Context: an optimization exercise on an open-source flow, tuned for small area and a short achievable clock period. The choices shown serve that exercise and are no tape-out recipe.
Where RTL was checked, it was by simulation tests only, not by an equivalence proof against the original.
Power is estimated from default activity; no workload was simulated.

==> flow/design.v <==
module dpram (
    clK,
    wr_EN,
    wr_LO,
    wr_HI,
    wr_DATA,
    rd_SELn,
    rd_DATA
    );
    parameter DATA = 16;
    parameter ADDR = 5;
    localparam DEPTH = 1 << ADDR;
    localparam GROUPS = DEPTH / 4;
    input  wire              clK;
    input  wire              wr_EN;
    input  wire [3:0]        wr_LO;
    input  wire [GROUPS-1:0] wr_HI;
    input  wire [DATA-1:0]   wr_DATA;
    input  wire [DEPTH-1:0]  rd_SELn;      
    output reg  [DATA-1:0]   rd_DATA;
    reg  [DATA*DEPTH-1:0] Memory;
    wire [DATA*DEPTH-1:0] Memory_nxt;
    wire [DATA-1:0]       rd_mux;
    wire [GROUPS-1:0]     wr_grp;
    genvar r, b, g;
    generate
        for (g = 0; g < GROUPS; g = g + 1) begin : grp
            dpram_wgrp wgrp (
                .en(wr_EN),
                .sel(wr_HI[g]),
                .we(wr_grp[g])
                );
        end
        for (r = 0; r < DEPTH; r = r + 1) begin : row
            wire we   = wr_grp[r / 4] & wr_LO[r % 4];
            wire hold = ~we;
            for (b = 0; b < DATA; b = b + 1) begin : bt
                dpram_wbit wbit (
                    .we(we),
                    .hold(hold),
                    .d(wr_DATA[b]),
                    .q(Memory[r*DATA + b]),
                    .nxt(Memory_nxt[r*DATA + b])
                    );
            end
        end
        for (b = 0; b < DATA; b = b + 1) begin : col
            wire [DEPTH-1:0] bits;
            for (r = 0; r < DEPTH; r = r + 1) begin : pick
                assign bits[r] = Memory[r*DATA + b];
            end
            dpram_rcol #(.DEPTH(DEPTH)) rcol (
                .bits(bits),
                .seln(rd_SELn),
                .y(rd_mux[b])
                );
        end
    endgenerate
    always @(posedge clK) begin
        Memory  <= Memory_nxt;
        rd_DATA <= rd_mux;
    end
endmodule
module dpram_wgrp (en, sel, we);
    input  wire en;
    input  wire sel;
    output wire we;
    assign we = en & sel;
endmodule
module dpram_wbit (we, hold, d, q, nxt);
    input  wire we;
    input  wire hold;
    input  wire d;
    input  wire q;
    output wire nxt;
    assign nxt = (d & we) | (q & hold);
endmodule
module dpram_rcol (bits, seln, y);
    parameter DEPTH = 32;
    input  wire [DEPTH-1:0] bits;
    input  wire [DEPTH-1:0] seln;
    output wire             y;
    assign y = &(bits | seln);
endmodule
module fifo (
    clK,
    fifo_WR,
    fifo_IN,
    fifo_RD,
    fifo_OUT,
    rsT,
    statuS
    );
    parameter DATA = 16;
    parameter ADDR = 5;
    localparam DEPTH = 1 << ADDR;
    localparam GROUPS = DEPTH / 4;
    input clK;
    input  wire              fifo_WR;
    input  wire [DATA-1:0]   fifo_IN;
    input  wire              fifo_RD;
    output wire [DATA-1:0]   fifo_OUT;
    input  wire              rsT;
    output wire [1:0]        statuS;
    reg         [3:0]        Write_Lo;
    reg         [GROUPS-1:0] Write_Hi;
    reg         [DEPTH-1:0]  Read_Sel_n;
    reg         [1:0]        Diff;
    dpram #(.DATA(DATA), .ADDR(ADDR)) Fifomem (
        .clK(clK),
        .wr_EN(fifo_WR),
        .wr_LO(Write_Lo),
        .wr_HI(Write_Hi),
        .wr_DATA(fifo_IN),
        .rd_SELn(Read_Sel_n),
        .rd_DATA(fifo_OUT)
        );
    assign statuS = Diff;
    always @(posedge clK) begin
        if (rsT) begin
            Write_Lo <= 4'b0001;
            Write_Hi <= {{(GROUPS-1){1'b0}}, 1'b1};
            Read_Sel_n <= {{(DEPTH-1){1'b1}}, 1'b0};
            Diff     <= 0;
        end
        else begin
            if (fifo_WR) begin
                Write_Lo <= {Write_Lo[2:0], Write_Lo[3]};
                if (Write_Lo[3])
                    Write_Hi <= {Write_Hi[GROUPS-2:0], Write_Hi[GROUPS-1]};
            end
            if (fifo_RD)
                Read_Sel_n <= {Read_Sel_n[DEPTH-2:0], Read_Sel_n[DEPTH-1]};
            if (fifo_WR & ~fifo_RD)
                Diff <= Diff + 1'b1;
            else if (fifo_RD & ~fifo_WR)
                Diff <= Diff - 1'b1;
        end
    end
endmodule
clock: 3.0 ns
lec_check: 0
cap_margin: 20
core_margin: 2
core_utilization: 70
cts_cluster_diameter: 50
cts_cluster_size: 20
setup_slack_margin: 1.35
slew_margin: 20
synth_hierarchical: 1
run.sh (not shown) runs the stock make flow with config.mk's settings and CLKGATE_MAP_FILE= SYNTH_SCRIPT=/design/flow/synth_recipe.tcl, a recipe that flattens the netlist after the stock synthesis.
Change:
--- a/flow/design.v
+++ b/flow/design.v
@@ -1,29 +1,32 @@
 module dpram (
     clK,
     wr_EN,
     wr_LO,
     wr_HI,
     wr_DATA,
-    rd_SELn,
+    rd_LO,
+    rd_HI,
     rd_DATA
     );
     parameter DATA = 16;
     parameter ADDR = 5;
     localparam DEPTH = 1 << ADDR;
     localparam GROUPS = DEPTH / 4;
     input  wire              clK;
     input  wire              wr_EN;
     input  wire [3:0]        wr_LO;
     input  wire [GROUPS-1:0] wr_HI;
     input  wire [DATA-1:0]   wr_DATA;
-    input  wire [DEPTH-1:0]  rd_SELn;      
+    input  wire [3:0]        rd_LO;
+    input  wire [GROUPS-1:0] rd_HI;
     output reg  [DATA-1:0]   rd_DATA;
     reg  [DATA*DEPTH-1:0] Memory;
     wire [DATA*DEPTH-1:0] Memory_nxt;
     wire [DATA-1:0]       rd_mux;
+    wire [DEPTH-1:0]      rd_SELn;      
     wire [GROUPS-1:0]     wr_grp;
     genvar r, b, g;
     generate
         for (g = 0; g < GROUPS; g = g + 1) begin : grp
             dpram_wgrp wgrp (
                 .en(wr_EN),
@@ -31,12 +34,13 @@
                 .we(wr_grp[g])
                 );
         end
         for (r = 0; r < DEPTH; r = r + 1) begin : row
             wire we   = wr_grp[r / 4] & wr_LO[r % 4];
             wire hold = ~we;
+            assign rd_SELn[r] = ~(rd_LO[r % 4] & rd_HI[r / 4]);
             for (b = 0; b < DATA; b = b + 1) begin : bt
                 dpram_wbit wbit (
                     .we(we),
                     .hold(hold),
                     .d(wr_DATA[b]),
                     .q(Memory[r*DATA + b]),
@@ -101,39 +105,45 @@
     input  wire              fifo_RD;
     output wire [DATA-1:0]   fifo_OUT;
     input  wire              rsT;
     output wire [1:0]        statuS;
     reg         [3:0]        Write_Lo;
     reg         [GROUPS-1:0] Write_Hi;
-    reg         [DEPTH-1:0]  Read_Sel_n;
+    reg         [3:0]        Read_Lo;
+    reg         [GROUPS-1:0] Read_Hi;
     reg         [1:0]        Diff;
     dpram #(.DATA(DATA), .ADDR(ADDR)) Fifomem (
         .clK(clK),
         .wr_EN(fifo_WR),
         .wr_LO(Write_Lo),
         .wr_HI(Write_Hi),
         .wr_DATA(fifo_IN),
-        .rd_SELn(Read_Sel_n),
+        .rd_LO(Read_Lo),
+        .rd_HI(Read_Hi),
         .rd_DATA(fifo_OUT)
         );
     assign statuS = Diff;
     always @(posedge clK) begin
         if (rsT) begin
             Write_Lo <= 4'b0001;
             Write_Hi <= {{(GROUPS-1){1'b0}}, 1'b1};
-            Read_Sel_n <= {{(DEPTH-1){1'b1}}, 1'b0};
+            Read_Lo  <= 4'b0001;
+            Read_Hi  <= {{(GROUPS-1){1'b0}}, 1'b1};
             Diff     <= 0;
         end
         else begin
             if (fifo_WR) begin
                 Write_Lo <= {Write_Lo[2:0], Write_Lo[3]};
                 if (Write_Lo[3])
                     Write_Hi <= {Write_Hi[GROUPS-2:0], Write_Hi[GROUPS-1]};
             end
-            if (fifo_RD)
-                Read_Sel_n <= {Read_Sel_n[DEPTH-2:0], Read_Sel_n[DEPTH-1]};
+            if (fifo_RD) begin
+                Read_Lo <= {Read_Lo[2:0], Read_Lo[3]};
+                if (Read_Lo[3])
+                    Read_Hi <= {Read_Hi[GROUPS-2:0], Read_Hi[GROUPS-1]};
+            end
             if (fifo_WR & ~fifo_RD)
                 Diff <= Diff + 1'b1;
             else if (fifo_RD & ~fifo_WR)
                 Diff <= Diff - 1'b1;
         end
     end
The new run went through all stages and came out clean.
Power drops by 7.1%.
Wire length drops by 1.1%.
Non-clock buffer count drops by 19.
Global-route usage climbs by 0.78 points.
Design area drops by 3.2%.
Die area drops by 3.0%.
Setup slack stays flat.
Utilization hardly moves.
Synthesized area drops by 3.0%.
No functional check of the RTL was part of the second run of this note.

Setup of rev 12:
Another version of the RTL of fifo (not shown whole).
Size in the first run: roughly 1700 cells after synthesis, about 550 flip-flops, roughly 38 I/O pins, roughly 0.019 sq mm of cells after synthesis.
==> module dpram, before the edit <==
module dpram (
    clK,
    wr_EN,
    wr_LO,
    wr_HI,
    wr_DATA,
    rd_LO,
    rd_HI,
    rd_DATA
    );
    parameter DATA = 16;
    parameter ADDR = 5;
    localparam DEPTH = 1 << ADDR;
    localparam GROUPS = DEPTH / 4;
    input  wire              clK;
    input  wire              wr_EN;
    input  wire [3:0]        wr_LO;
    input  wire [GROUPS-1:0] wr_HI;
    input  wire [DATA-1:0]   wr_DATA;
    input  wire [3:0]        rd_LO;
    input  wire [GROUPS-1:0] rd_HI;
    output reg  [DATA-1:0]   rd_DATA;
    reg  [DATA*DEPTH-1:0] Memory;
    wire [DATA*DEPTH-1:0] Memory_nxt;
    wire [DATA-1:0]       rd_mux;
    wire [DEPTH-1:0]      rd_SELn;      
    genvar r, b;
    generate
        for (r = 0; r < DEPTH; r = r + 1) begin : row
            wire we   = wr_EN & wr_LO[r % 4] & wr_HI[r / 4];
            wire hold = ~we;
            assign rd_SELn[r] = ~(rd_LO[r % 4] & rd_HI[r / 4]);
            for (b = 0; b < DATA; b = b + 1) begin : bt
                dpram_wbit wbit (
                    .we(we),
                    .hold(hold),
                    .d(wr_DATA[b]),
                    .q(Memory[r*DATA + b]),
                    .nxt(Memory_nxt[r*DATA + b])
                    );
            end
        end
        for (b = 0; b < DATA; b = b + 1) begin : col
            wire [DEPTH-1:0] bits;
            for (r = 0; r < DEPTH; r = r + 1) begin : pick
                assign bits[r] = Memory[r*DATA + b];
            end
            dpram_rcol #(.DEPTH(DEPTH)) rcol (
                .bits(bits),
                .seln(rd_SELn),
                .y(rd_mux[b])
                );
        end
    endgenerate
    always @(posedge clK) begin
        Memory  <= Memory_nxt;
        rd_DATA <= rd_mux;
    end
endmodule
clock: 3.0 ns
lec_check: 0
cap_margin: 20
core_margin: 2
core_utilization: 75
cts_cluster_diameter: 50
cts_cluster_size: 20
setup_slack_margin: 1.3
slew_margin: 20
synth_hierarchical: 1
Rev 12 finished every step from synthesis to the final layout, and the layout passed the timing, DRC and antenna checks.
Input-level comparison between rev 13 and rev 12:
-- flow/design.v --
<<< rev 12, line 25
    wire [DATA-1:0]       rd_mux;
    wire [DEPTH-1:0]      rd_SELn;      
    genvar r, b;
    generate
        for (r = 0; r < DEPTH; r = r + 1) begin : row
            wire we   = wr_EN & wr_LO[r % 4] & wr_HI[r / 4];
            wire hold = ~we;
            assign rd_SELn[r] = ~(rd_LO[r % 4] & rd_HI[r / 4]);
>>> rev 13, line 25
    wire [DATA-1:0]       rd_mux;
    wire [DEPTH-1:0]      rd_SELn;      
    wire [GROUPS-1:0]     wr_grp;
    genvar r, b, g;
    generate
        for (g = 0; g < GROUPS; g = g + 1) begin : grp
            dpram_wgrp wgrp (
                .en(wr_EN),
                .sel(wr_HI[g]),
                .we(wr_grp[g])
                );
        end
        for (r = 0; r < DEPTH; r = r + 1) begin : row
            wire we   = wr_grp[r / 4] & wr_LO[r % 4];
            wire hold = ~we;
            assign rd_SELn[r] = ~(rd_LO[r % 4] & rd_HI[r / 4]);
<<< rev 12, line 57
        rd_DATA <= rd_mux;
    end
endmodule
module dpram_wbit (we, hold, d, q, nxt);
>>> rev 13, line 65
        rd_DATA <= rd_mux;
    end
endmodule
module dpram_wgrp (en, sel, we);
    input  wire en;
    input  wire sel;
    output wire we;
    assign we = en & sel;
endmodule
module dpram_wbit (we, hold, d, q, nxt);
Notes after the runs:
Higher average routed wire per standard cell was reported by rev 13, not rev 12. For placed wire-length estimate, rev 12 and rev 13 come out practically identical. Final critical delay including setup and external delays ended up 0.019 ns higher on rev 13 than on rev 12. Compared with rev 12, the detailed router inserted more vias in rev 13. Against rev 12, the final cell area of rev 13 is higher. No stage failed in rev 13, and the final checks on the layout all came back clean. From rev 12 to rev 13 the numbers moved as follows: power decreased 240 uW; post-CTS setup buffer count essentially unchanged; first-pass GRT wire length increased about 1.3%. On area enclosed by the die boundary, rev 13 and rev 12 are neck and neck. Rev 13 has less setup slack than rev 12. Diff rev 12..rev 13 | adder and majority gate portion of the synthesized area | negligible. Comparing rev 12 with rev 13, the net count after synthesis came out essentially unchanged. Rev 13 vs rev 12, number of clock buffers in the layout went down by about 10%.
For rev 13, only the layout was checked, not whether the RTL still works.

==> port drivers added, routing unchanged <==
The results above use ideal ports. As a check the final layouts listed here were re-extracted and re-timed, cells and wires unchanged. Step 1 (the two cells are an assumption about what drives the block):
set clk [get_ports {clK}]
set_driving_cell -lib_cell sky130_fd_sc_hd__clkbuf_16 $clk
set_driving_cell -lib_cell sky130_fd_sc_hd__buf_2 [delete_from_list [all_inputs] $clk]
Step 2, shift: input delay + t, output delay - t, t = (earliest + latest rising clock arrival at the registers) / 2. This alone moves slack from input paths to output paths. Slacks: no drivers / after step 1 / after step 2; pairs: no drivers / after step 1.
run | t (ns) | slack for setup (ns) | worst setup path after step 2 | worst slew at a driven data input, ns | cell pins on the clock port's net
the first run of note 1 | 0.611 | 1.293 / 1.293 / 0.893 | input to register | 0.05 | 1
the second run of note 1 | 0.593 | 1.290 / 1.290 / 0.934 | input to register | 0.04 | 1
rev 12 | 0.596 | 1.241 / 1.241 / 0.741 | input to register | 0.03 | 1
rev 13 | 0.602 | 1.222 / 1.222 / 0.886 | input to register | 0.04 | 1
After both steps setup and hold are still met in every run listed. The setup slack of rev 12, which loses most, moves by 0.000 ns with the drivers and by -0.500 ns with both steps.
